This design comes from an exercise in tuning for small area, a short achievable clock period and few clock cycles per item on the open sky130 flow, not from production work. Only the layout flow was run in this run; the RTL was not checked for function there.

==> flow/design.v <==
`timescale 1ns / 1ps
module SquareRoot(outdata,checkflag,clk,rst,start,indata);
 input wire clk;
 input wire rst;
 input wire start;
 input wire [31:0] indata;
 output reg [15:0] outdata;    
 output reg checkflag;
 reg [27:0] x;       
 reg [15:0] r;       
 reg        neg;     
 reg [3:0]  cnt;     
 wire idle = (cnt == 4'd0);
 wire [15:0] s;
 add16 adder (.a(r), .b(outdata ^ {16{~neg}}), .cin(x[27] | x[26]), .s(s));
 wire [17:0] sum = {s, ~(x[27] ^ x[26]), ~x[26]};
 function [4:0] first2;
    input [3:0] n;
    begin
    case (n)
    4'd0:  first2 = {2'd0, 3'd0};
    4'd1:  first2 = {2'd1, 3'd0};
    4'd2:  first2 = {2'd1, 3'd1};
    4'd3:  first2 = {2'd1, 3'd2};
    4'd4:  first2 = {2'd2, 3'd0};
    4'd5:  first2 = {2'd2, 3'd1};
    4'd6:  first2 = {2'd2, 3'd2};
    4'd7:  first2 = {2'd2, 3'd3};
    4'd8:  first2 = {2'd2, 3'd4};
    4'd9:  first2 = {2'd3, 3'd0};
    4'd10: first2 = {2'd3, 3'd1};
    4'd11: first2 = {2'd3, 3'd2};
    4'd12: first2 = {2'd3, 3'd3};
    4'd13: first2 = {2'd3, 3'd4};
    4'd14: first2 = {2'd3, 3'd5};
    default: first2 = {2'd3, 3'd6};
    endcase
    end
 endfunction
 wire [1:0] q0;
 wire [2:0] r0;
 assign {q0, r0} = first2(indata[31:28]);
 always @(posedge clk) begin
    if (idle) begin
        x   <= indata[27:0];
        r   <= {13'd0, r0};
        neg <= 1'b0;
    end else begin
        x   <= {x[25:0], 2'b00};
        r   <= sum[15:0];
        neg <= sum[17];
    end
 end
 always @(posedge clk) begin
    if (!idle)
        outdata <= {outdata[14:0], ~sum[17]};
    else if (start)
        outdata <= {14'd0, q0};
 end
 always @(posedge clk) begin
    if (rst) begin
        cnt       <= 4'd0;
        checkflag <= 1'b0;
    end else if (start & idle) begin
        cnt       <= 4'd14;
        checkflag <= 1'b0;
    end else if (!idle) begin
        cnt       <= cnt - 4'd1;
        checkflag <= (cnt == 4'd1);
    end
 end
endmodule
module pg_black(input g1, input p1, input g0, input p0, output g, output p);
 assign g = g1 | (p1 & g0);
 assign p = p1 & p0;
endmodule
module pg_grey(input g1, input p1, input g0, output g);
 assign g = g1 | (p1 & g0);
endmodule
module pg_gen(input a, input b, output g, output p);
 assign g = a & b;
 assign p = a ^ b;
endmodule
module add16(input [15:0] a, input [15:0] b, input cin, output [15:0] s);
 wire [15:0] g0, p0;
 genvar i;
 generate for (i = 0; i < 16; i = i + 1) begin : gen
  pg_gen u (.a(a[i]), .b(b[i]), .g(g0[i]), .p(p0[i]));
 end endgenerate
 wire c0g;
 pg_grey uc (.g1(g0[0]), .p1(p0[0]), .g0(cin), .g(c0g));
 wire n1;
 pg_grey un1 (.g1(g0[1]), .p1(p0[1]), .g0(c0g), .g(n1));
 wire n2, n3;
 pg_black un2 (.g1(g0[3]), .p1(p0[3]), .g0(g0[2]), .p0(p0[2]), .g(n2), .p(n3));
 wire n4, n5;
 pg_black un4 (.g1(g0[5]), .p1(p0[5]), .g0(g0[4]), .p0(p0[4]), .g(n4), .p(n5));
 wire n6, n7;
 pg_black un6 (.g1(g0[7]), .p1(p0[7]), .g0(g0[6]), .p0(p0[6]), .g(n6), .p(n7));
 wire n8, n9;
 pg_black un8 (.g1(g0[9]), .p1(p0[9]), .g0(g0[8]), .p0(p0[8]), .g(n8), .p(n9));
 wire n10, n11;
 pg_black un10 (.g1(g0[11]), .p1(p0[11]), .g0(g0[10]), .p0(p0[10]), .g(n10), .p(n11));
 wire n12, n13;
 pg_black un12 (.g1(g0[13]), .p1(p0[13]), .g0(g0[12]), .p0(p0[12]), .g(n12), .p(n13));
 wire n14, n15;
 pg_black un14 (.g1(g0[15]), .p1(p0[15]), .g0(g0[14]), .p0(p0[14]), .g(n14), .p(n15));
 wire n16;
 pg_grey un16 (.g1(n2), .p1(n3), .g0(n1), .g(n16));
 wire n17, n18;
 pg_black un17 (.g1(n6), .p1(n7), .g0(n4), .p0(n5), .g(n17), .p(n18));
 wire n19, n20;
 pg_black un19 (.g1(n10), .p1(n11), .g0(n8), .p0(n9), .g(n19), .p(n20));
 wire n21, n22;
 pg_black un21 (.g1(n14), .p1(n15), .g0(n12), .p0(n13), .g(n21), .p(n22));
 wire n23;
 pg_grey un23 (.g1(n17), .p1(n18), .g0(n16), .g(n23));
 wire n24, n25;
 pg_black un24 (.g1(n21), .p1(n22), .g0(n19), .p0(n20), .g(n24), .p(n25));
 wire n26;
 pg_grey un26 (.g1(n24), .p1(n25), .g0(n23), .g(n26));
 wire n27;
 pg_grey un27 (.g1(n19), .p1(n20), .g0(n23), .g(n27));
 wire n28;
 pg_grey un28 (.g1(n4), .p1(n5), .g0(n16), .g(n28));
 wire n29;
 pg_grey un29 (.g1(n8), .p1(n9), .g0(n23), .g(n29));
 wire n30;
 pg_grey un30 (.g1(n12), .p1(n13), .g0(n27), .g(n30));
 wire n31;
 pg_grey un31 (.g1(g0[2]), .p1(p0[2]), .g0(n1), .g(n31));
 wire n32;
 pg_grey un32 (.g1(g0[4]), .p1(p0[4]), .g0(n16), .g(n32));
 wire n33;
 pg_grey un33 (.g1(g0[6]), .p1(p0[6]), .g0(n28), .g(n33));
 wire n34;
 pg_grey un34 (.g1(g0[8]), .p1(p0[8]), .g0(n23), .g(n34));
 wire n35;
 pg_grey un35 (.g1(g0[10]), .p1(p0[10]), .g0(n29), .g(n35));
 wire n36;
 pg_grey un36 (.g1(g0[12]), .p1(p0[12]), .g0(n27), .g(n36));
 wire n37;
 pg_grey un37 (.g1(g0[14]), .p1(p0[14]), .g0(n30), .g(n37));
 assign s[0] = p0[0] ^ cin;
 assign s[1] = p0[1] ^ c0g;
 assign s[2] = p0[2] ^ n1;
 assign s[3] = p0[3] ^ n31;
 assign s[4] = p0[4] ^ n16;
 assign s[5] = p0[5] ^ n32;
 assign s[6] = p0[6] ^ n28;
 assign s[7] = p0[7] ^ n33;
 assign s[8] = p0[8] ^ n23;
 assign s[9] = p0[9] ^ n34;
 assign s[10] = p0[10] ^ n29;
 assign s[11] = p0[11] ^ n35;
 assign s[12] = p0[12] ^ n27;
 assign s[13] = p0[13] ^ n36;
 assign s[14] = p0[14] ^ n30;
 assign s[15] = p0[15] ^ n37;
endmodule
==> flow/flow/run.sh <==
#!/bin/bash
set -euo pipefail
MARGIN=$(cat flow/margin.txt)
bash standard.sh "BUFFER_PORTS_ARGS=-buffer_cell sky130_fd_sc_hd__buf_1" \
  "SETUP_SLACK_MARGIN=$MARGIN" finish > standard.log 2>&1
==> flow/flow/margin.txt <==
5.8
==> flow/standard.sh <==
#!/bin/bash
# synth_recipe.tcl (not shown) runs the flow's synth.tcl, then flattens the netlist and writes it again
# the make line also repeats each setting of config.mk as NAME=value (left out here)
make -C /OpenROAD-flow-scripts/flow DESIGN_CONFIG=/design/flow/config.mk WORK_HOME=/design/flow/orfs CLKGATE_MAP_FILE= SYNTH_SCRIPT=/design/flow/synth_recipe.tcl "${@:-finish}"
==> flow/config.mk <==
export PLATFORM = sky130hd
export DESIGN_NAME = SquareRoot
export DESIGN_NICKNAME = SquareRoot
export VERILOG_FILES = /design/flow/design.v
export SDC_FILE = /design/flow/constraint.sdc
export NUM_CORES = 4
export LEC_CHECK = 0
export CAP_MARGIN = 20
export CORE_MARGIN = 2
export CORE_UTILIZATION = 75
export SETUP_SLACK_MARGIN = 5
export SLEW_MARGIN = 20
export SYNTH_HIERARCHICAL = 1
==> flow/constraint.sdc <==
create_clock -name core_clock -period 8.5 [get_ports {clk}]
set_input_delay 1.7000 -clock core_clock [delete_from_list [all_inputs] [get_ports {clk}]]
set_output_delay 1.7000 -clock core_clock [all_outputs]
set_load 0.01 [all_outputs]
==> run summary <==
[registers in the layout, indices dropped and copies added, names as in the netlist]
signal     cells
r             16
outdata       16
checkflag      1
x             28
neg            1
cnt            4
[layout make-up]
class	count	area share
Tap cell	50	0.0173
Inverter	11	0.0114
Multi-Input combinational cell	175	0.416
Clock inverter	5	0.0163
Sequential cell	66	0.411
Clock buffer	11	0.0450
Timing Repair Buffer	65	0.0830
[what timing repair did]
action	4_1_cts	5_1_grt
resized for setup	4	4
cloned	0	0
setup buffers	9	4
endpoints found under the setup margin	11	21
pin swaps	7	9
[layout by cell type (no fill, tap or decap), types with 2 or more instances in the layout]
master / instances
buf_4: 13
mux2_2: 25
dfxtp_1: 49
nor2_1: 2
o21ai_1: 3
clkbuf_8: 10
edfxtp_1: 16
inv_1: 11
nand2_1: 3
ha_1: 23
xnor2_1: 16
a21oi_1: 3
and2_1: 11
a21o_1: 23
o22ai_1: 2
clkinv_4: 2
nor2b_1: 27
xor2_1: 15
buf_1: 51
[final timing paths]
| path | from | endpoint | depth (start not counted) |
|---|---|---|---|
| max | outdata[0] | outdata[0] | 12 |
| min | x[5] | x[7] | 1 |
| max reg2reg | outdata[0] | outdata[0] | 12 |
| min reg2reg | x[5] | x[7] | 1 |
[metal layers]
layer,routed length [um],part of all wire,GRT usage
met1,2780,0.39,0.366
met3,500,0.070,0.0938
met5,0,0,0
met2,3530,0.50,0.523
met4,300,0.042,0.200
[stage by stage]
step	std cells	setup slack [ns]
after floorplan	262	5.67
after global placement	354	5.21
after detailed placement	354	5.00
after CTS	379	5.61
after global routing	383	5.38
final	383	5.45
[worst max-delay path: cells and delay by family (launching register included)]
kind / cells / cell delay (ns)
AO/OA/AOI/OAI: 8 / 1.35
flip-flops: 1 / 0.47
AND/OR/NAND/NOR: 1 / 0.22
adder cells (fa/ha/maj): 1 / 0.32
XOR/XNOR: 2 / 0.41
==> impl_metrics.json <==
{
  "num_vias": 2245,
  "crit_top_cell": "a21o_1",
  "syn_nets": 320,
  "cp_cell_sequence": "xnor2_2 > ha_1 > a21o_1 > a21o_1 > a21o_1 > a21o_1 > a21o_1 > a21o_1 > a21o_1 > xor2_1 > nor2b_4 > a21oi_2",
  "path_class": "flop to flop",
  "antenna_left": 0,
  "fp.dieH_um": 68.0,
  "dp_hpwl_um": 3840,
  "worstMarginPinSlew_ns": 0.727,
  "die_x_um": 68.0,
  "synthesis.area_mm2": 0.00308,
  "grt_max_degree": 69,
  "cap_violations": 0,
  "cp-start-kind": "flop",
  "finalNetCount": 386,
  "cts.sinks": 66,
  "hold_ws_ns": 0.439,
  "worstPathArrival_ns": 3.12,
  "regArea_mm2": 0.00149,
  "cts_tree": "done",
  "tns_ns": 0,
  "post-route-util": 0.911,
  "stdcell_area_mm2": 0.00362,
  "io_buffers": 51,
  "core_area_mm2": 0.00397,
  "cp.required_ns": 8.58,
  "via_per_inst": 5.86,
  "drive_above_1_share": 0.186,
  "grt_pass1_wl_um": 10400,
  "fin_crit_sh": 0.359,
  "drt_pass1_iterations": 4,
  "worst-path-max-fanout": 3,
  "cts_root_buffer": "clkbuf_8",
  "syn2layout_area_growth_pct": 17.6,
  "routed_wirelength_um": 7110,
  "fin_crit_ns": 3.05,
  "final_max_slew_viol_count": 0,
  "die-area_mm2": 0.00463,
  "cts_max_path_buffers": 2,
  "finClkSkew_ns": 0.00845,
  "final-setup-viol-count": 0,
  "num_rows": 23,
  "clk_latency_ns": 0.35,
  "ios": 52,
  "cpMaxStageDelayCell": "edfxtp_1",
  "diodes": 0,
  "finalHoldViolCount": 0,
  "detail_route.wl_per_cell_um": 18.6,
  "drt_iter0_drc": 251,
  "n_fill_cell": 160,
  "synthCells": 262,
  "grt_use_total": 0.320,
  "routabilityCongestion": 0.819,
  "max_freq_mhz": 328,
  "relSlewSlack": 0.515,
  "dpl_cell_area_mm2": 0.00327,
  "multiInputGateArea_mm2": 0.00151,
  "start_util": 0.774,
  "globalRouteOverflowTotal": 0,
  "holdBufCountCts": 0,
  "grt_antenna_before_repair": 0,
  "status": "no timing/DRC/antenna violations",
  "grt_pass1_vias": 2191,
  "slowest_delay_ns": 0.47,
  "htreeDepth": 3,
  "holdCritPathClass": "flop to flop",
  "numCtsBuffers": 9,
  "crit_path_end_kind": "flop",
  "grt_setup_unrepaired": "true",
  "avgSynthCellArea_um2": 11.7,
  "rrSetupSlack_ns": 5.45,
  "cts.clk_slew.worst_paths_ns": 0.07,
  "drc": 0,
  "yosys_warnings": 7
}

[what the ideal ports hide]
No port has a modelled driver above. Below, the same layout with a new extraction and two added sets of constraints.
Step 1 assumes that a clkbuf_16 drives the clock port and a buf_2 every other input.
Step 2 also shifts input and output timing later by t, the mid clock arrival at the registers, as if the neighbouring blocks saw the same clock.
Three values: no drivers, after step 1, after step 2; two values: the first two.
t, ns: 0.378
setup WS [ns]: 5.452 / 5.452 / 5.452
worst hold slack (ns): 0.439 / 0.439 / 0.439
worst setup path at the end: register to register
worst data-port slew with drivers (ns): 0.04
After both steps this run still meets setup and hold. For this run, drivers alone change the setup slack by 0.000 ns; drivers and shift together by 0.000 ns.
